What follows belongs to an exercise in optimizing a design on an open flow for small area and a short achievable clock period; a production flow would make more cautious choices. The RTL was checked by simulation tests, not by an equivalence proof against the original design. No activity file was given, so power comes from the tool's default toggle rates.

==> flow/design.v (excerpt) <==
module fir_gen (input clk, input reset, input Load_x,
    input signed [7:0] x_in, input signed [7:0] c_in, output signed [7:0] y_out);
Size in the first run: ~110 flip-flops, ~7600 µm² of cells after synthesis.
==> flow/config.mk <==
export PLATFORM = sky130hd
export DESIGN_NAME = fir_gen
export DESIGN_NICKNAME = fir_gen
export VERILOG_FILES = /design/flow/design.v
export SDC_FILE = /design/flow/constraint.sdc
export NUM_CORES = 4
export LEC_CHECK = 0
export CAP_MARGIN = 20
export CORE_MARGIN = 2
export CORE_UTILIZATION = 40
export SETUP_SLACK_MARGIN = 2.5
export SLEW_MARGIN = 20
export SYNTH_HIERARCHICAL = 1
export SYNTH_MINIMUM_KEEP_SIZE = 0
==> flow/constraint.sdc <==
create_clock -name core_clock -period 5.5 [get_ports {clk}]
set_input_delay 1.1000 -clock core_clock [delete_from_list [all_inputs] [get_ports {clk}]]
set_output_delay 1.1000 -clock core_clock [all_outputs]
set_load 0.01 [all_outputs]
standard.sh (not shown) runs the stock make flow with config.mk's settings and CLKGATE_MAP_FILE= SYNTH_SCRIPT=/design/flow/synth_recipe.tcl, a recipe that flattens the netlist after the stock synthesis.
==> flow/flow/run.sh <==
#!/bin/bash
# Own layout flow: the standard flow (standard.sh), with two changes after synthesis:
#  - the input and output port buffers are buf_1 cells (buffer_ports -buffer_cell)
#  - clock tree synthesis without dummy loads, clkbuf_8 below the root buffer
# Each step's full output goes to its own log file in this folder.
set -euo pipefail
bash standard.sh synth > synth.log 2>&1
export BUFFER_PORTS_ARGS="-buffer_cell sky130_fd_sc_hd__buf_1"
export CTS_ARGS="-sink_clustering_enable -repair_clock_nets -dont_use_dummy_load -root_buf sky130_fd_sc_hd__clkbuf_16 -buf_list {sky130_fd_sc_hd__clkbuf_8}"
bash standard.sh floorplan > floorplan.log 2>&1
bash standard.sh place > place.log 2>&1
bash standard.sh cts > cts.log 2>&1
bash standard.sh route > route.log 2>&1
bash standard.sh finish > finish.log 2>&1
test -f out/final.def
Then changed:
--- a/flow/flow/run.sh
+++ b/flow/flow/run.sh
@@ -4 +4,2 @@
-#  - clock tree synthesis without dummy loads, clkbuf_8 below the root buffer
+#  - clock tree synthesis without dummy loads
+#  - power recovery (downsizing of gates off the critical paths) after global routing
@@ -9 +10,2 @@
-export CTS_ARGS="-sink_clustering_enable -repair_clock_nets -dont_use_dummy_load -root_buf sky130_fd_sc_hd__clkbuf_16 -buf_list {sky130_fd_sc_hd__clkbuf_8}"
+export RECOVER_POWER=100
+export CTS_ARGS="-sink_clustering_enable -repair_clock_nets -dont_use_dummy_load"
- SETUP_SLACK_MARGIN: 2.5 -> 2.7
Result: The changed run ran to the end with violations: max-capacitance violations, max-slew violations. Setup slack degrades by 0.89 ns. Sequential cell count does not change. Count of clock-buffer cells in the layout does not change. Cell area rises by 4.2%.
Then changed:
==> flow/run.sh (new file) <==
#!/bin/bash
# synth_recipe.tcl (not shown) runs the flow's synth.tcl, then flattens the netlist and writes it again
# the make line also repeats each setting of config.mk as NAME=value (left out here)
make -C /OpenROAD-flow-scripts/flow DESIGN_CONFIG=/design/flow/config.mk WORK_HOME=/design/flow/orfs CLKGATE_MAP_FILE= SYNTH_SCRIPT=/design/flow/synth_recipe.tcl finish
- CORE_UTILIZATION: 40 -> 60
removed: flow/flow/run.sh
removed: flow/standard.sh
=> Now the flow completed without violations. Wire length increases by 5.8%. Final cell count decreases by 6.0%. Flip-flop and latch count stays the same. Total power increases by 6.4%.
Then changed:
==> flow/flow/run.sh (new file) <==
#!/bin/bash
# Own layout flow: the standard flow (standard.sh), with two changes after synthesis:
#  - the input and output port buffers are buf_1 cells (buffer_ports -buffer_cell)
#  - clock tree synthesis without dummy loads
# Each step's full output goes to its own log file in this folder.
set -euo pipefail
bash standard.sh synth > synth.log 2>&1
export BUFFER_PORTS_ARGS="-buffer_cell sky130_fd_sc_hd__buf_1"
export CTS_ARGS="-sink_clustering_enable -repair_clock_nets -dont_use_dummy_load"
bash standard.sh floorplan > floorplan.log 2>&1
bash standard.sh place > place.log 2>&1
bash standard.sh cts > cts.log 2>&1
bash standard.sh route > route.log 2>&1
bash standard.sh finish > finish.log 2>&1
test -f out/final.def
==> flow/standard.sh (new file) <==
#!/bin/bash
# synth_recipe.tcl (not shown) runs the flow's synth.tcl, then flattens the netlist and writes it again
# the make line also repeats each setting of config.mk as NAME=value (left out here)
make -C /OpenROAD-flow-scripts/flow DESIGN_CONFIG=/design/flow/config.mk WORK_HOME=/design/flow/orfs CLKGATE_MAP_FILE= SYNTH_SCRIPT=/design/flow/synth_recipe.tcl "${@:-finish}"
- CORE_UTILIZATION: 60 -> 40
- SETUP_SLACK_MARGIN: 2.7 -> 2.9
removed: flow/run.sh
The new run completed without violations.
Cell area rose by a few percent.
Combinational power rose by roughly a tenth.
Non-clock buffer count rose by 11.
Maximum frequency is about the same.
Hold slack improves by 0.029 ns.
Routed wire length fell slightly.
Global-route usage fell by 9.1 points.


run 1:
fir_gen again, from the RTL that the note above started with.
clock: 5.5 ns
lec_check: 0
cap_margin: 20
core_margin: 2
core_utilization: 40
setup_slack_margin: 2.7
slew_margin: 20
synth_hierarchical: 1
synth_minimum_keep_size: 0
run.sh (not shown) runs the stock make flow with config.mk's settings and CLKGATE_MAP_FILE= SYNTH_SCRIPT=/design/flow/synth_recipe.tcl, a recipe that flattens the netlist after the stock synthesis.
Stock flow here: none of the scripts above is used.
Run 1 reached the end of the flow, and the finished layout is clean on the timing, design-rule and antenna checks.
The following lists how run 2 was set up differently from run 1:
==> flow/flow/run.sh (new file) <==
#!/bin/bash
# Own layout flow: the standard flow (standard.sh), with two changes after synthesis:
#  - the input and output port buffers are buf_1 cells (buffer_ports -buffer_cell)
#  - clock tree synthesis without dummy loads
# Each step's full output goes to its own log file in this folder.
set -euo pipefail
bash standard.sh synth > synth.log 2>&1
export BUFFER_PORTS_ARGS="-buffer_cell sky130_fd_sc_hd__buf_1"
export CTS_ARGS="-sink_clustering_enable -repair_clock_nets -dont_use_dummy_load"
bash standard.sh floorplan > floorplan.log 2>&1
bash standard.sh place > place.log 2>&1
bash standard.sh cts > cts.log 2>&1
bash standard.sh route > route.log 2>&1
bash standard.sh finish > finish.log 2>&1
test -f out/final.def
==> flow/standard.sh (new file) <==
#!/bin/bash
# synth_recipe.tcl (not shown) runs the flow's synth.tcl, then flattens the netlist and writes it again
# the make line also repeats each setting of config.mk as NAME=value (left out here)
make -C /OpenROAD-flow-scripts/flow DESIGN_CONFIG=/design/flow/config.mk WORK_HOME=/design/flow/orfs CLKGATE_MAP_FILE= SYNTH_SCRIPT=/design/flow/synth_recipe.tcl "${@:-finish}"
diff --git a/flow/config.mk b/flow/config.mk
--- a/flow/config.mk
+++ b/flow/config.mk
@@ -10,2 +10,2 @@
-export CORE_UTILIZATION = 40
-export SETUP_SLACK_MARGIN = 2.7
+export CORE_UTILIZATION = 50
+export SETUP_SLACK_MARGIN = 2.5
removed: flow/run.sh
Results
When run 2 is measured against run 1, its post-cts gate resize count turns out about 75% lower. Non-clock buffer count in run 2 vs run 1: down 12. Summary of the comparison: clock group share of total power is lower in run 2, relative to run 1.
For run 3, these inputs were changed with respect to run 2:
diff --git a/flow/config.mk b/flow/config.mk
--- a/flow/config.mk
+++ b/flow/config.mk
@@ -10,2 +10,2 @@
-export CORE_UTILIZATION = 50
-export SETUP_SLACK_MARGIN = 2.5
+export CORE_UTILIZATION = 40
+export SETUP_SLACK_MARGIN = 2.3
### Flow results
- [compare] base=run 2 new=run 3: number of stages on the worst setup path higher; power share of the clock group went up 0.2 points.
- Run 3 completed; timing, DRC and antenna clean
- Run 3 vs run 2 — overall die width rose 11%.
- For the clock period minus final worst setup slack, run 3 came in 0.13 ns higher than run 2 did.
- [run 3 vs run 2] met2 wire length: lower in run 3
- Between run 3 and run 2, it is run 3 whose overall power of the completed layout is lower, by 3.0%.
- Wire length, run 2 and run 3, higher one = run 2.
#### Input delta (run 4 over run 3)
diff --git a/flow/config.mk b/flow/config.mk
--- a/flow/config.mk
+++ b/flow/config.mk
@@ -11 +11 @@
-export SETUP_SLACK_MARGIN = 2.3
+export SETUP_SLACK_MARGIN = 2.7
[summary]
Run 4 did not stop at any stage, and its layout met the timing, design-rule and antenna checks. Against run 3 as the reference, run 4 delivers a higher cell count. Post-layout minimum cycle time down 0.14 ns in run 4 wrt run 3. | number of gates on the worst path with buffers counted | higher: run 3 |. Compared with run 3, run 4 shows a higher reg2reg setup slack. Run 4 against run 3: clock group share of total power went down, total negative setup slack ~0 delta, fraction of final layout cells sized beyond drive strength 1 shows an increase of 14 points. For run 4, the critical path start-end classification was flop to primary output, unlike run 3, where it was flop to flop.


Another version of the RTL of fir_gen (not shown whole).
Size: ~27 I/O pins.
==> flow/design.v (excerpt) <==
module fir_gen (input clk, input reset, input Load_x,
    input signed [7:0] x_in, input signed [7:0] c_in, output signed [7:0] y_out);
reg [7:0] c0, c1, c2;
reg [3:0] xo, xt, xn;
reg [15:0] a2r0;
reg [15:0] a2r1;
reg [16:0] a1r0;
reg [16:0] a1r1;
reg [16:0] a1r2;
reg [2:0] yq;
reg [7:0] yg;
reg [7:0] yp;
wire [8:0] xe = {x_in, 1'b0};
wire [3:0] bo, bt, bn;
genvar gi;
generate for (gi = 0; gi < 4; gi = gi + 1) begin : rec
  assign bo[gi] = xe[2*gi+1] ^ xe[2*gi];
  assign bt[gi] = (xe[2*gi+2] & ~xe[2*gi+1] & ~xe[2*gi]) | (~xe[2*gi+2] & xe[2*gi+1] & xe[2*gi]);
  assign bn[gi] = xe[2*gi+2];
end endgenerate
wire [3:0] xon = Load_x ? bo : xo;
wire [3:0] xtn = Load_x ? bt : xt;
wire [3:0] xnn = Load_x ? bn : xn;
wire p1;
wire p2;
wire p3;
wire p4;
wire p5;
wire p6;
wire p7;
wire p8;
wire p9;
wire p10;
wire p11;
wire p12;
wire p13;
wire p14;
wire p15;
wire p16;
wire p17;
wire p18;
wire p19;
wire p20;
wire p21;
wire p22;
wire p23;
wire p24;
wire p25;
wire p26;
wire p27;
wire p28;
wire p29;
wire p30;
wire p31;
wire p32;
wire p33;
wire p34;
wire p35;
wire p36;
wire s37;
wire c38;
wire s39;
wire c40;
wire s41;
wire c42;
wire s43;
wire c44;
wire s45;
wire c46;
wire s47;
wire c48;
wire s49;
wire c50;
wire s51;
wire c52;
wire s53;
wire c54;
  ...
clock: 5.5 ns
lec_check: 0
cap_margin: 20
core_margin: 2
core_utilization: 50
setup_slack_margin: 2.5
slew_margin: 20
synth_hierarchical: 1
synth_minimum_keep_size: 0
standard.sh (not shown) runs the stock make flow with config.mk's settings and CLKGATE_MAP_FILE= SYNTH_SCRIPT=/design/flow/synth_recipe.tcl, a recipe that flattens the netlist after the stock synthesis.
==> flow/flow/run.sh <==
#!/bin/bash
# Own layout flow: the standard flow (standard.sh), with two changes after synthesis:
#  - the input and output port buffers are buf_1 cells (buffer_ports -buffer_cell)
#  - clock tree synthesis without dummy loads
# Each step's full output goes to its own log file in this folder.
set -euo pipefail
bash standard.sh synth > synth.log 2>&1
export BUFFER_PORTS_ARGS="-buffer_cell sky130_fd_sc_hd__buf_1"
export CTS_ARGS="-sink_clustering_enable -repair_clock_nets -dont_use_dummy_load"
bash standard.sh floorplan > floorplan.log 2>&1
bash standard.sh place > place.log 2>&1
bash standard.sh cts > cts.log 2>&1
bash standard.sh route > route.log 2>&1
bash standard.sh finish > finish.log 2>&1
test -f out/final.def
Edit:
PLACE_DENSITY = 0.75   (was not set)
TNS_END_PERCENT = 30   (was not set)
=> The changed run finished with timing, DRC and antenna clean. Cell count drops by about 0.6%. Die area does not change. Utilization barely changes.
Edit:
PLACE_DENSITY = not set   (was 0.75)
TNS_END_PERCENT = 60   (was 30)
Outcome: Via count decreases by a few percent; design area came out lower slightly; total power drops slightly; sequential cell count stays the same; non-clock buffer count shrinks by 1; synthesized area is unchanged; final cell count hardly moves; global-route usage rises by 0.52 points; setup slack degrades by 0.036 ns; register-to-register slack barely changes.
Edit:
PLACE_DENSITY = 0.7   (was not set)
TNS_END_PERCENT = 30   (was 60)
After rerunning:
- routed wire length came out lower by 6.7%
- die area does not change
- worst hold slack hardly moves
- sequential cell count stays the same
- register-to-register slack barely changes
- cell area came out lower by about 1%

port drivers added, routing unchanged:
No port has a modelled driver above. Below, the same layouts with a new extraction and two added sets of constraints.
Step 1 assumes that a clkbuf_16 drives the clock port and a buf_2 every other input.
Step 2 also shifts input and output timing later by t, the mid clock arrival at the registers, as if the neighbouring blocks saw the same clock.
Three values: no drivers, after step 1, after step 2; two values: the first two.
| run | t, ns | setup WS [ns] | worst setup path after step 2 | worst register clock-pin slew, ns |
|---|---|---|---|---|
| the first run of note 1 | 0.390 | 2.553 / 2.536 / 2.448 | input to register | 0.07 / 0.07 |
| the second run of note 1 | 0.388 | 1.665 / 1.665 / 1.553 | input to register | 0.07 / 0.07 |
| the third run of note 1 | 0.395 | 2.566 / 2.526 / 2.477 | input to register | 0.07 / 0.07 |
| the fourth run of note 1 | 0.389 | 2.559 / 2.515 / 2.613 | register to register | 0.07 / 0.07 |
| run 1 | 0.392 | 2.541 / 2.497 / 2.517 | input to register | 0.07 / 0.07 |
| run 2 | 0.385 | 2.557 / 2.540 / 2.401 | input to register | 0.07 / 0.07 |
| run 3 | 0.399 | 2.427 / 2.415 / 2.417 | input to register | 0.07 / 0.07 |
| run 4 | 0.389 | 2.564 / 2.523 / 2.425 | input to register | 0.07 / 0.07 |
| the first run of note 3 | 0.387 | 2.561 / 2.523 / 2.383 | input to register | 0.07 / 0.07 |
| the second run of note 3 | 0.392 | 2.549 / 2.508 / 2.331 | input to register | 0.07 / 0.07 |
| the third run of note 3 | 0.387 | 2.513 / 2.472 / 2.345 | input to register | 0.07 / 0.07 |
| the fourth run of note 3 | 0.375 | 2.541 / 2.502 / 2.440 | input to register | 0.07 / 0.07 |
For the second run of note 3, which loses most, drivers alone change the setup slack by -0.041 ns; drivers and shift together by -0.218 ns.
